Source: an optimization exercise on an open RTL-to-GDS flow (aim: small area, a short achievable clock period and few clock cycles). Production flows keep margins and buffers that such runs may drop. Where RTL was checked, it was by simulation tests only, not by an equivalence proof against the original. Power and IR drop assume default switching activity.

== exp/juniper ==
==> flow/design.v <==
module cache(
    clk,
    proc_reset,
    proc_read,
    proc_write,
    proc_addr,
    proc_rdata,
    proc_wdata,
    proc_stall,
    mem_read,
    mem_write,
    mem_addr,
    mem_rdata,
    mem_wdata,
    mem_ready
);
    input          clk;
    input          proc_reset;
    input          proc_read, proc_write;
    input   [29:0] proc_addr;   
    input   [31:0] proc_wdata;
    output         proc_stall;
    output  [31:0] proc_rdata;
    input  [127:0] mem_rdata;
    input          mem_ready;
    output         mem_read, mem_write;
    output  [27:0] mem_addr;
    output [127:0] mem_wdata;
    reg [127:0] block0 [0:3];
    reg [127:0] block1 [0:3];
    reg [25:0]  tag0 [0:3];
    reg [25:0]  tag1 [0:3];
    reg [3:0]   valid0, valid1;
    reg [3:0]   dirty0, dirty1;
    reg [3:0]   mru;                
    reg s_wb, s_rd, s_done, s_fix;
    reg hit_r, way_r;               
    reg [31:0]  rdata_r;
    reg [27:0]  maddr_r;
    reg [127:0] mwdata_r;
    wire s_idle = ~(s_wb | s_rd | s_done | s_fix);
    wire [25:0] tag_t  = proc_addr[29:4];
    wire [1:0]  index  = proc_addr[3:2];
    wire [1:0]  offset = proc_addr[1:0];
    wire        req    = proc_read | proc_write;
    wire [3:0] eq0, eq1;
    genvar s;
    generate
        for (s = 0; s < 4; s = s + 1) begin : g_cmp
            assign eq0[s] = valid0[s] && (tag0[s] == tag_t);
            assign eq1[s] = valid1[s] && (tag1[s] == tag_t);
        end
    endgenerate
    wire hit0 = eq0[index];
    wire hit1 = eq1[index];
    wire hit  = hit0 | hit1;
    wire [127:0] blk0_i = block0[index];
    wire [127:0] blk1_i = block1[index];
    wire [3:0]  vdirty_s;
    wire [25:0] vtag_s [0:3];
    generate
        for (s = 0; s < 4; s = s + 1) begin : g_vic
            assign vdirty_s[s] = mru[s] ? (valid0[s] & dirty0[s]) : (valid1[s] & dirty1[s]);
            assign vtag_s[s]   = mru[s] ? tag0[s] : tag1[s];
        end
    endgenerate
    wire        victim    = ~mru[index];           
    wire        vic_dirty = vdirty_s[index];
    wire [25:0] vtag_i    = vtag_s[index];
    wire fill = s_rd & mem_ready;
    assign proc_stall = ~s_done;
    assign proc_rdata = rdata_r;
    assign mem_write  = s_wb;
    assign mem_read   = s_rd;
    assign mem_addr   = maddr_r;
    assign mem_wdata  = mwdata_r;
    wire look = s_idle & req;
    wire mru_i    = mru[index];
    wire lru_read = proc_read & (hit1 ^ mru_i);
    always @(posedge clk) begin
        if (proc_reset) begin
            s_wb   <= 1'b0;
            s_rd   <= 1'b0;
            s_done <= 1'b0;
            s_fix  <= 1'b0;
        end else begin
            s_wb   <= s_wb ? ~mem_ready : (look & ~hit & vic_dirty);
            s_rd   <= s_rd ? ~mem_ready : ((look & ~hit & ~vic_dirty) | (s_wb & mem_ready));
            s_done <= (look & hit & ~lru_read) | s_fix | fill;
            s_fix  <= look & hit & lru_read;
        end
    end
    always @(posedge clk) begin
        hit_r <= (s_idle | s_fix) & hit;
        way_r <= s_rd ? victim : hit1;
    end
    wire [31:0] rd0, rd1, rdm;
    cache_word u_word0 (.blk(blk0_i),    .offset(offset), .word(rd0));
    cache_word u_word1 (.blk(blk1_i),    .offset(offset), .word(rd1));
    cache_word u_wordm (.blk(mem_rdata), .offset(offset), .word(rdm));
    wire        rsel  = s_fix ? way_r : mru_i;
    always @(posedge clk) begin
        rdata_r  <= s_rd ? rdm : (rsel ? rd1 : rd0);
        maddr_r  <= ((s_idle & vic_dirty) | (s_wb & ~mem_ready))
                    ? {vtag_i, index} : proc_addr[29:2];
        mwdata_r <= victim ? blk1_i : blk0_i;
    end
    wire wr_done = s_done & proc_write;
    integer i;
    always @(posedge clk) begin
        if (proc_reset) begin
            valid0 <= 4'd0;
            valid1 <= 4'd0;
            dirty0 <= 4'd0;
            dirty1 <= 4'd0;
            mru    <= 4'd0;
        end else begin
            for (i = 0; i < 4; i = i + 1) begin
                if (index == i) begin
                    if (s_done & hit_r) mru[i] <= way_r;
                    else if (fill) mru[i] <= ~mru[i];
                    if (fill) begin
                        if (~mru[i]) begin
                            valid1[i] <= 1'b1;
                            dirty1[i] <= 1'b0;
                        end else begin
                            valid0[i] <= 1'b1;
                            dirty0[i] <= 1'b0;
                        end
                    end else if (wr_done) begin
                        if (~way_r) dirty0[i] <= 1'b1;
                        if ( way_r) dirty1[i] <= 1'b1;
                    end
                end
            end
        end
    end
    wire [127:0] wdata = s_rd ? mem_rdata : {4{proc_wdata}};
    integer j, w;
    always @(posedge clk) begin
        for (j = 0; j < 4; j = j + 1) begin
            if (index == j) begin
                if (fill &  mru[j]) tag0[j] <= tag_t;
                if (fill & ~mru[j]) tag1[j] <= tag_t;
                for (w = 0; w < 4; w = w + 1) begin
                    if ((fill &  mru[j]) | (wr_done & ~way_r & (offset == w)))
                        block0[j][w*32 +: 32] <= wdata[w*32 +: 32];
                    if ((fill & ~mru[j]) | (wr_done &  way_r & (offset == w)))
                        block1[j][w*32 +: 32] <= wdata[w*32 +: 32];
                end
            end
        end
    end
endmodule
module cache_word (
    input  [127:0] blk,
    input    [1:0] offset,
    output  [31:0] word
);
    assign word = blk[offset*32 +: 32];
endmodule
export LEC_CHECK = 0
export CAP_MARGIN = 20
export CORE_MARGIN = 2
export CORE_UTILIZATION = 40
export CTS_CLUSTER_DIAMETER = 80
export CTS_CLUSTER_SIZE = 20
export SETUP_SLACK_MARGIN = 3.4
export SLEW_MARGIN = 20
export SYNTH_HIERARCHICAL = 1
export SYNTH_MINIMUM_KEEP_SIZE = 0
create_clock -name core_clock -period 6.0 [get_ports {clk}]
standard.sh (not shown) runs the stock make flow with config.mk's settings and CLKGATE_MAP_FILE= SYNTH_SCRIPT=/design/flow/synth_recipe.tcl, a recipe that flattens the netlist after the stock synthesis.
==> flow/flow/run.sh <==
#!/bin/bash
# The standard layout, with plain buf_2 cells as the port buffers instead of
# the delay cells buffer_ports picks by default.
set -euo pipefail
export BUFFER_PORTS_ARGS="-buffer_cell sky130_fd_sc_hd__buf_2"
bash standard.sh finish > orfs_make.log 2>&1
Testbench counts of exp/juniper, summed over its fixed seeds: cycles 145,974.
> inputs changed (exp/juniper -> exp/quartz)
--- a/flow/design.v
+++ b/flow/design.v
@@ -139,10 +139,10 @@
     integer j, w;
     always @(posedge clk) begin
         for (j = 0; j < 4; j = j + 1) begin
             if (index == j) begin
-                if (fill &  mru[j]) tag0[j] <= tag_t;
-                if (fill & ~mru[j]) tag1[j] <= tag_t;
+                if (fill &  mru[j]) tag0[j] <= maddr_r[27:2];
+                if (fill & ~mru[j]) tag1[j] <= maddr_r[27:2];
                 for (w = 0; w < 4; w = w + 1) begin
                     if ((fill &  mru[j]) | (wr_done & ~way_r & (offset == w)))
                         block0[j][w*32 +: 32] <= wdata[w*32 +: 32];
                     if ((fill & ~mru[j]) | (wr_done &  way_r & (offset == w)))
## What came out
- exp/juniper reports its critical path capture point as rdata_r[1]$_DFF_P_ while exp/quartz reports s_done$_SDFF_PP0_.
- Comparing exp/quartz and exp/juniper, the higher design area is on exp/quartz.
- Diff exp/juniper -> exp/quartz: area added between synthesis and finish shows an increase of 0.36 points; maximum clock frequency neither gained nor lost much.
- Relative to exp/juniper, largest stage delay on the critical path decreased by 0.12 ns in exp/quartz.
- Looking at count of fill cells added during filler insertion, exp/quartz sits above exp/juniper.
- Against exp/juniper, exp/quartz reports a number of buffers created by CTS that is lower.
- The run showing the greater number of gates resized after CTS is exp/quartz.
- exp/quartz vs. exp/juniper: worst max-slew margin expressed relative to the limit now smaller; portion of the layout cell area used by non-clock buffers now larger.
- The data required time at the worst endpoint of exp/quartz exceeds that of exp/juniper by 0.03 ns.
- In the tables for exp/quartz and exp/juniper, arrival time of the worst setup path reads higher with exp/quartz.
- Routed wire length: lower on exp/juniper
- exp/quartz reached the end of the flow, and the finished layout is clean on the timing, DRC and antenna checks.
The RTL of exp/quartz was laid out without a check of its function.

---

cache, a different RTL version from the one above (not shown whole).
Size in the first run: ~3200 cells after synthesis.
==> module cache, before the edit <==
module cache(
    clk,
    proc_reset,
    proc_read,
    proc_write,
    proc_addr,
    proc_rdata,
    proc_wdata,
    proc_stall,
    mem_read,
    mem_write,
    mem_addr,
    mem_rdata,
    mem_wdata,
    mem_ready
);
    input          clk;
    input          proc_reset;
    input          proc_read, proc_write;
    input   [29:0] proc_addr;   
    input   [31:0] proc_wdata;
    output         proc_stall;
    output  [31:0] proc_rdata;
    input  [127:0] mem_rdata;
    input          mem_ready;
    output         mem_read, mem_write;
    output  [27:0] mem_addr;
    output [127:0] mem_wdata;
    reg [127:0] block0 [0:3];
    reg [127:0] block1 [0:3];
    reg [25:0]  tag0 [0:3];
    reg [25:0]  tag1 [0:3];
    reg [3:0]   valid0, valid1;
    reg [3:0]   dirty0, dirty1;
    reg [3:0]   mru;                
    reg s_wb, s_rd, s_done;
    reg hit_r, way_r;               
    reg [31:0]  rdata_r;
    reg [27:0]  maddr_r;
    reg [127:0] mwdata_r;
    wire s_idle = ~(s_wb | s_rd | s_done);
    wire [25:0] tag_t  = proc_addr[29:4];
    wire [1:0]  index  = proc_addr[3:2];
    wire [1:0]  offset = proc_addr[1:0];
    wire        req    = proc_read | proc_write;
    wire [3:0] eq0, eq1;
    genvar s;
    generate
        for (s = 0; s < 4; s = s + 1) begin : g_cmp
            assign eq0[s] = valid0[s] && (tag0[s] == tag_t);
            assign eq1[s] = valid1[s] && (tag1[s] == tag_t);
        end
    endgenerate
    wire hit0 = eq0[index];
    wire hit1 = eq1[index];
    wire hit  = hit0 | hit1;
    wire [127:0] blk0_i = block0[index];
    wire [127:0] blk1_i = block1[index];
    wire [3:0]  vdirty_s;
    wire [25:0] vtag_s [0:3];
    generate
        for (s = 0; s < 4; s = s + 1) begin : g_vic
            assign vdirty_s[s] = mru[s] ? (valid0[s] & dirty0[s]) : (valid1[s] & dirty1[s]);
            assign vtag_s[s]   = mru[s] ? tag0[s] : tag1[s];
        end
    endgenerate
    wire        victim    = ~mru[index];           
    wire        vic_dirty = vdirty_s[index];
    wire [25:0] vtag_i    = vtag_s[index];
    wire fill = s_rd & mem_ready;
    assign proc_stall = ~s_done;
    assign proc_rdata = rdata_r;
    assign mem_write  = s_wb;
    assign mem_read   = s_rd;
    assign mem_addr   = maddr_r;
    assign mem_wdata  = mwdata_r;
    wire look = s_idle & req;
    always @(posedge clk) begin
        if (proc_reset) begin
            s_wb   <= 1'b0;
            s_rd   <= 1'b0;
            s_done <= 1'b0;
        end else begin
            s_wb   <= s_wb ? ~mem_ready : (look & ~hit & vic_dirty);
            s_rd   <= s_rd ? ~mem_ready : ((look & ~hit & ~vic_dirty) | (s_wb & mem_ready));
            s_done <= (look & hit) | fill;
        end
    end
    always @(posedge clk) begin
        hit_r <= s_idle & hit;
        way_r <= hit1;
    end
    wire [31:0] rd0 = blk0_i[offset*32 +: 32];
    wire [31:0] rd1 = blk1_i[offset*32 +: 32];
    wire [31:0] rdm = mem_rdata[offset*32 +: 32];
    wire [31:0] cand0 = s_rd ? rdm : rd0;
    wire [31:0] cand1 = s_rd ? rdm : rd1;
    always @(posedge clk) begin
        rdata_r  <= hit0 ? cand0 : cand1;
        maddr_r  <= ((s_idle & vic_dirty) | (s_wb & ~mem_ready))
                    ? {vtag_i, index} : proc_addr[29:2];
        mwdata_r <= victim ? blk1_i : blk0_i;
    end
    wire wr_hit = s_done & hit_r & proc_write;
    integer i;
    always @(posedge clk) begin
        if (proc_reset) begin
            valid0 <= 4'd0;
            valid1 <= 4'd0;
            dirty0 <= 4'd0;
            dirty1 <= 4'd0;
            mru    <= 4'd0;
        end else begin
            for (i = 0; i < 4; i = i + 1) begin
                if (index == i) begin
                    if (s_done & hit_r) mru[i] <= way_r;
                    else if (fill) mru[i] <= ~mru[i];
                    if (fill) begin
                        if (~mru[i]) begin
                            valid1[i] <= 1'b1;
                            dirty1[i] <= proc_write;
                        end else begin
                            valid0[i] <= 1'b1;
                            dirty0[i] <= proc_write;
                        end
                    end else if (wr_hit) begin
                        if (~way_r) dirty0[i] <= 1'b1;
                        if ( way_r) dirty1[i] <= 1'b1;
                    end
                end
            end
        end
    end
    wire [127:0] wdata;
    genvar k;
    generate
        for (k = 0; k < 4; k = k + 1) begin : g_wd
            assign wdata[k*32 +: 32] = (s_rd && !(proc_write && offset == k))
                                       ? mem_rdata[k*32 +: 32] : proc_wdata;
        end
    endgenerate
    integer j, w;
    always @(posedge clk) begin
        for (j = 0; j < 4; j = j + 1) begin
            if (index == j) begin
                if (fill &  mru[j]) tag0[j] <= tag_t;
                if (fill & ~mru[j]) tag1[j] <= tag_t;
                for (w = 0; w < 4; w = w + 1) begin
                    if ((fill &  mru[j]) | (wr_hit & ~way_r & (offset == w)))
                        block0[j][w*32 +: 32] <= wdata[w*32 +: 32];
                    if ((fill & ~mru[j]) | (wr_hit &  way_r & (offset == w)))
                        block1[j][w*32 +: 32] <= wdata[w*32 +: 32];
                end
            end
        end
    end
endmodule
Settings: LEC_CHECK=0, CAP_MARGIN=20, CORE_MARGIN=2, CORE_UTILIZATION=40, CTS_CLUSTER_DIAMETER=80, CTS_CLUSTER_SIZE=20, SETUP_SLACK_MARGIN=3.4, SLEW_MARGIN=20; clock period 6.0 ns.
run.sh (not shown) runs the stock make flow with config.mk's settings and CLKGATE_MAP_FILE= SYNTH_SCRIPT=/design/flow/synth_recipe.tcl, a recipe that flattens the netlist after the stock synthesis.
Stock flow here: none of the scripts above is used.
The first run completed without violations.
Testbench counts at the start, summed over its fixed seeds: cycles 145,525.
Change:
--- a/flow/design.v
+++ b/flow/design.v
@@ -67,7 +67,7 @@
     wire        victim    = ~mru[index];           
     wire        vic_dirty = vdirty_s[index];
     wire [25:0] vtag_i    = vtag_s[index];
-    wire fill = s_rd & mem_ready;
+    wire fill = s_done & ~hit_r;
     assign proc_stall = ~s_done;
     assign proc_rdata = rdata_r;
     assign mem_write  = s_wb;
@@ -83,7 +83,7 @@
         end else begin
             s_wb   <= s_wb ? ~mem_ready : (look & ~hit & vic_dirty);
             s_rd   <= s_rd ? ~mem_ready : ((look & ~hit & ~vic_dirty) | (s_wb & mem_ready));
-            s_done <= (look & hit) | fill;
+            s_done <= (look & hit) | (s_rd & mem_ready);
         end
     end
     always @(posedge clk) begin
@@ -99,7 +99,7 @@
         rdata_r  <= hit0 ? cand0 : cand1;
         maddr_r  <= ((s_idle & vic_dirty) | (s_wb & ~mem_ready))
                     ? {vtag_i, index} : proc_addr[29:2];
-        mwdata_r <= victim ? blk1_i : blk0_i;
+        mwdata_r <= s_rd ? mem_rdata : (victim ? blk1_i : blk0_i);
     end
     wire wr_hit = s_done & hit_r & proc_write;
     integer i;
@@ -135,8 +135,8 @@
     genvar k;
     generate
         for (k = 0; k < 4; k = k + 1) begin : g_wd
-            assign wdata[k*32 +: 32] = (s_rd && !(proc_write && offset == k))
-                                       ? mem_rdata[k*32 +: 32] : proc_wdata;
+            assign wdata[k*32 +: 32] = (!hit_r && !(proc_write && offset == k))
+                                       ? mwdata_r[k*32 +: 32] : proc_wdata;
         end
     endgenerate
     integer j, w;
After rerunning: The changed run produced a clean layout. Non-clock buffer count falls by 44. First-iteration DRC count falls by about 8%. Critical path depth rises by 5. Utilization falls by 0.44 points. Clock skew rises by 0.013 ns. Register-to-register slack gets better by 0.05 ns. Synthesized cell count rises by 7.2%. Clock-buffer cell count falls by 8. Setup slack gets worse by 0.069 ns. Cell count rises by about 4%. Worst hold slack gets better by 0.017 ns. Via count rises by 3.5%. Clock power falls by about 1%. Global-route usage rises by 0.50 points.
No functional check of the RTL was part of the second run of this note.

---

Setup of job 1967:
Another version of the RTL of cache (not shown whole).
Size: about 3400 cells after synthesis, about 1400 flip-flops, roughly 390 I/O pins, ~59000 um2 of cells after synthesis.
==> module cache, before the edit <==
module cache(
    clk,
    proc_reset,
    proc_read,
    proc_write,
    proc_addr,
    proc_rdata,
    proc_wdata,
    proc_stall,
    mem_read,
    mem_write,
    mem_addr,
    mem_rdata,
    mem_wdata,
    mem_ready
);
    input          clk;
    input          proc_reset;
    input          proc_read, proc_write;
    input   [29:0] proc_addr;   
    input   [31:0] proc_wdata;
    output         proc_stall;
    output  [31:0] proc_rdata;
    input  [127:0] mem_rdata;
    input          mem_ready;
    output         mem_read, mem_write;
    output  [27:0] mem_addr;
    output [127:0] mem_wdata;
    reg [127:0] block0 [0:3];
    reg [127:0] block1 [0:3];
    reg [25:0]  tag0 [0:3];
    reg [25:0]  tag1 [0:3];
    reg [3:0]   valid0, valid1;
    reg [3:0]   dirty0, dirty1;
    reg [3:0]   mru;                
    reg s_wb, s_rd, s_done;
    reg hit_r, way_r;               
    reg [31:0]  rdata_r;
    reg [27:0]  maddr_r;
    reg [127:0] mwdata_r;
    wire s_idle = ~(s_wb | s_rd | s_done);
    wire [25:0] tag_t  = proc_addr[29:4];
    wire [1:0]  index  = proc_addr[3:2];
    wire [1:0]  offset = proc_addr[1:0];
    wire        req    = proc_read | proc_write;
    wire [3:0] eq0, eq1;
    genvar s;
    generate
        for (s = 0; s < 4; s = s + 1) begin : g_cmp
            assign eq0[s] = valid0[s] && (tag0[s] == tag_t);
            assign eq1[s] = valid1[s] && (tag1[s] == tag_t);
        end
    endgenerate
    wire hit0 = eq0[index];
    wire hit1 = eq1[index];
    wire hit  = hit0 | hit1;
    wire [127:0] blk0_i = block0[index];
    wire [127:0] blk1_i = block1[index];
    wire [3:0]  vdirty_s;
    wire [25:0] vtag_s [0:3];
    generate
        for (s = 0; s < 4; s = s + 1) begin : g_vic
            assign vdirty_s[s] = mru[s] ? (valid0[s] & dirty0[s]) : (valid1[s] & dirty1[s]);
            assign vtag_s[s]   = mru[s] ? tag0[s] : tag1[s];
        end
    endgenerate
    wire        victim    = ~mru[index];           
    wire        vic_dirty = vdirty_s[index];
    wire [25:0] vtag_i    = vtag_s[index];
    wire fill = s_rd & mem_ready;
    assign proc_stall = ~s_done;
    assign proc_rdata = rdata_r;
    assign mem_write  = s_wb;
    assign mem_read   = s_rd;
    assign mem_addr   = maddr_r;
    assign mem_wdata  = mwdata_r;
    wire look = s_idle & req;
    always @(posedge clk) begin
        if (proc_reset) begin
            s_wb   <= 1'b0;
            s_rd   <= 1'b0;
            s_done <= 1'b0;
        end else begin
            s_wb   <= s_wb ? ~mem_ready : (look & ~hit & vic_dirty);
            s_rd   <= s_rd ? ~mem_ready : ((look & ~hit & ~vic_dirty) | (s_wb & mem_ready));
            s_done <= (look & hit) | fill;
        end
    end
    always @(posedge clk) begin
        hit_r <= s_idle & hit;
        way_r <= s_rd ? victim : hit1;
    end
    wire [31:0] rd0 = blk0_i[offset*32 +: 32];
    wire [31:0] rd1 = blk1_i[offset*32 +: 32];
    wire [31:0] rdm = mem_rdata[offset*32 +: 32];
    wire [31:0] cand0 = s_rd ? rdm : rd0;
    wire [31:0] cand1 = s_rd ? rdm : rd1;
    always @(posedge clk) begin
        rdata_r  <= hit0 ? cand0 : cand1;
        maddr_r  <= ((s_idle & vic_dirty) | (s_wb & ~mem_ready))
                    ? {vtag_i, index} : proc_addr[29:2];
        mwdata_r <= victim ? blk1_i : blk0_i;
    end
    wire wr_done = s_done & proc_write;
    integer i;
    always @(posedge clk) begin
        if (proc_reset) begin
            valid0 <= 4'd0;
            valid1 <= 4'd0;
            dirty0 <= 4'd0;
            dirty1 <= 4'd0;
            mru    <= 4'd0;
        end else begin
            for (i = 0; i < 4; i = i + 1) begin
                if (index == i) begin
                    if (s_done & hit_r) mru[i] <= way_r;
                    else if (fill) mru[i] <= ~mru[i];
                    if (fill) begin
                        if (~mru[i]) begin
                            valid1[i] <= 1'b1;
                            dirty1[i] <= 1'b0;
                        end else begin
                            valid0[i] <= 1'b1;
                            dirty0[i] <= 1'b0;
                        end
                    end else if (wr_done) begin
                        if (~way_r) dirty0[i] <= 1'b1;
                        if ( way_r) dirty1[i] <= 1'b1;
                    end
                end
            end
        end
    end
    wire [127:0] wdata = s_rd ? mem_rdata : {4{proc_wdata}};
    integer j, w;
    always @(posedge clk) begin
        for (j = 0; j < 4; j = j + 1) begin
            if (index == j) begin
                if (fill &  mru[j]) tag0[j] <= tag_t;
                if (fill & ~mru[j]) tag1[j] <= tag_t;
                for (w = 0; w < 4; w = w + 1) begin
                    if ((fill &  mru[j]) | (wr_done & ~way_r & (offset == w)))
                        block0[j][w*32 +: 32] <= wdata[w*32 +: 32];
                    if ((fill & ~mru[j]) | (wr_done &  way_r & (offset == w)))
                        block1[j][w*32 +: 32] <= wdata[w*32 +: 32];
                end
            end
        end
    end
endmodule
export LEC_CHECK = 0
export CAP_MARGIN = 20
export CORE_MARGIN = 2
export CORE_UTILIZATION = 40
export CTS_CLUSTER_DIAMETER = 80
export CTS_CLUSTER_SIZE = 20
export SETUP_SLACK_MARGIN = 3.4
export SLEW_MARGIN = 20
create_clock -name core_clock -period 6.0 [get_ports {clk}]
standard.sh (not shown) runs the stock make flow with config.mk's settings and CLKGATE_MAP_FILE= SYNTH_SCRIPT=/design/flow/synth_recipe.tcl, a recipe that flattens the netlist after the stock synthesis.
Scripts as last shown in full above: flow/flow/run.sh
Job 1967 finished all stages; the layout is clean.
Here is what was changed in the inputs of job 8516 compared with job 1967.
-- flow/design.v --
<<< job 1967, line 89
    always @(posedge clk) begin
        hit_r <= s_idle & hit;
        way_r <= s_rd ? victim : hit1;
    end
    wire [31:0] rd0 = blk0_i[offset*32 +: 32];
>>> job 8516, line 89
    always @(posedge clk) begin
        hit_r <= s_idle & hit;
        way_r <= hit1;
    end
    wire [31:0] rd0 = blk0_i[offset*32 +: 32];
<<< job 1967, line 102
        mwdata_r <= victim ? blk1_i : blk0_i;
    end
    wire wr_done = s_done & proc_write;
    integer i;
    always @(posedge clk) begin
>>> job 8516, line 102
        mwdata_r <= victim ? blk1_i : blk0_i;
    end
    wire wr_hit = s_done & hit_r & proc_write;
    integer i;
    always @(posedge clk) begin
<<< job 1967, line 119
                        if (~mru[i]) begin
                            valid1[i] <= 1'b1;
                            dirty1[i] <= 1'b0;
                        end else begin
                            valid0[i] <= 1'b1;
                            dirty0[i] <= 1'b0;
                        end
                    end else if (wr_done) begin
                        if (~way_r) dirty0[i] <= 1'b1;
                        if ( way_r) dirty1[i] <= 1'b1;
>>> job 8516, line 119
                        if (~mru[i]) begin
                            valid1[i] <= 1'b1;
                            dirty1[i] <= proc_write;
                        end else begin
                            valid0[i] <= 1'b1;
                            dirty0[i] <= proc_write;
                        end
                    end else if (wr_hit) begin
                        if (~way_r) dirty0[i] <= 1'b1;
                        if ( way_r) dirty1[i] <= 1'b1;
<<< job 1967, line 132
        end
    end
    wire [127:0] wdata = s_rd ? mem_rdata : {4{proc_wdata}};
    integer j, w;
    always @(posedge clk) begin
>>> job 8516, line 132
        end
    end
    wire [127:0] wdata;
    genvar k;
    generate
        for (k = 0; k < 4; k = k + 1) begin : g_wd
            assign wdata[k*32 +: 32] = (s_rd && !(proc_write && offset == k))
                                       ? mem_rdata[k*32 +: 32] : proc_wdata;
        end
    endgenerate
    integer j, w;
    always @(posedge clk) begin
<<< job 1967, line 140
                if (fill & ~mru[j]) tag1[j] <= tag_t;
                for (w = 0; w < 4; w = w + 1) begin
                    if ((fill &  mru[j]) | (wr_done & ~way_r & (offset == w)))
                        block0[j][w*32 +: 32] <= wdata[w*32 +: 32];
                    if ((fill & ~mru[j]) | (wr_done &  way_r & (offset == w)))
                        block1[j][w*32 +: 32] <= wdata[w*32 +: 32];
                end
>>> job 8516, line 147
                if (fill & ~mru[j]) tag1[j] <= tag_t;
                for (w = 0; w < 4; w = w + 1) begin
                    if ((fill &  mru[j]) | (wr_hit & ~way_r & (offset == w)))
                        block0[j][w*32 +: 32] <= wdata[w*32 +: 32];
                    if ((fill & ~mru[j]) | (wr_hit &  way_r & (offset == w)))
                        block1[j][w*32 +: 32] <= wdata[w*32 +: 32];
                end
[summary]
Critical path startpoint = proc_addr[1]: job 8516; critical path startpoint = proc_addr[11]: job 1967
When job 8516 is measured against job 1967, its routed wire length turns out 3.7% higher.
Job 1967 ended up with rdata_r[23] as its endpoint of the worst setup timing path; job 8516 ended up with block0[0][67].
Minimum setup slack in the final design: job 8516 vs job 1967 up 0.084 ns
Job 8516 vs job 1967 — clock buffer count from CTS rose 3.
Delta(average instance area after synthesis, job 8516 - job 1967) > 0
Job 8516 against job 1967: cell count after synthesis shrank by about 6%; maximum frequency grew by about 3%; ratio of routed vias to standard cells grew by about 1.3%; site row count grew by about 0.7%.
In the metrics for job 8516 and job 1967, the one carrying the lower share of the cycle needed by the critical path after routing is job 8516.
Sort job 8516 and job 1967 by via count desc -> top: job 1967
The buffers inserted during post-CTS setup optimization number comes out lower for job 1967 vs job 8516.
The portion of netlist area occupied by mux cells of job 8516 exceeds that of job 1967 by 3.5 points.
Summary: with job 1967 as the reference, cell area after layout in job 8516 moved up slightly.
Testbench counts of job 8516, summed over its fixed seeds: cycles 145,525.
No functional check of the RTL was part of job 1967.

separate check: timing with driven ports:
The flow's constraints put no driver on any port. The routed layouts listed below were extracted and timed again, unchanged, in two steps. Step 1, drivers: a clkbuf_16 drives clk and a buf_2 each remaining input, both assumed. Step 2 moves the port delays by t, midway between the first and last clock arrival at a register: inputs arrive t later, outputs are due t later. That takes back most of the time a late clock gives input paths. Slacks: ideal ports / drivers / drivers and shift; pairs: ideal ports / drivers.
| run | shift t [ns] | setup WS [ns] | worst setup path at the end | worst register clock-pin slew, ns | pins driven straight from the clock port |
|---|---|---|---|---|---|
| exp/juniper | 0.780 | 3.344 / 3.123 / 2.344 | input to register | 0.09 / 0.09 | 1 |
| exp/quartz | 0.785 | 3.351 / 3.198 / 2.413 | input to register | 0.09 / 0.09 | 1 |
| the first run of note 2 | 0.803 | 3.332 / 3.220 / 2.417 | input to register | 0.09 / 0.09 | 1 |
| the second run of note 2 | 0.806 | 3.263 / 3.122 / 2.316 | input to register | 0.09 / 0.09 | 1 |
| job 1967 | 0.808 | 3.243 / 3.163 / 2.355 | input to register | 0.09 / 0.09 | 1 |
| job 8516 | 0.806 | 3.327 / 3.211 / 2.405 | input to register | 0.09 / 0.09 | 1 |
After both steps every run listed still meets setup and hold. For exp/juniper, which loses most, drivers alone change the setup slack by -0.221 ns; drivers and shift together by -1.000 ns.
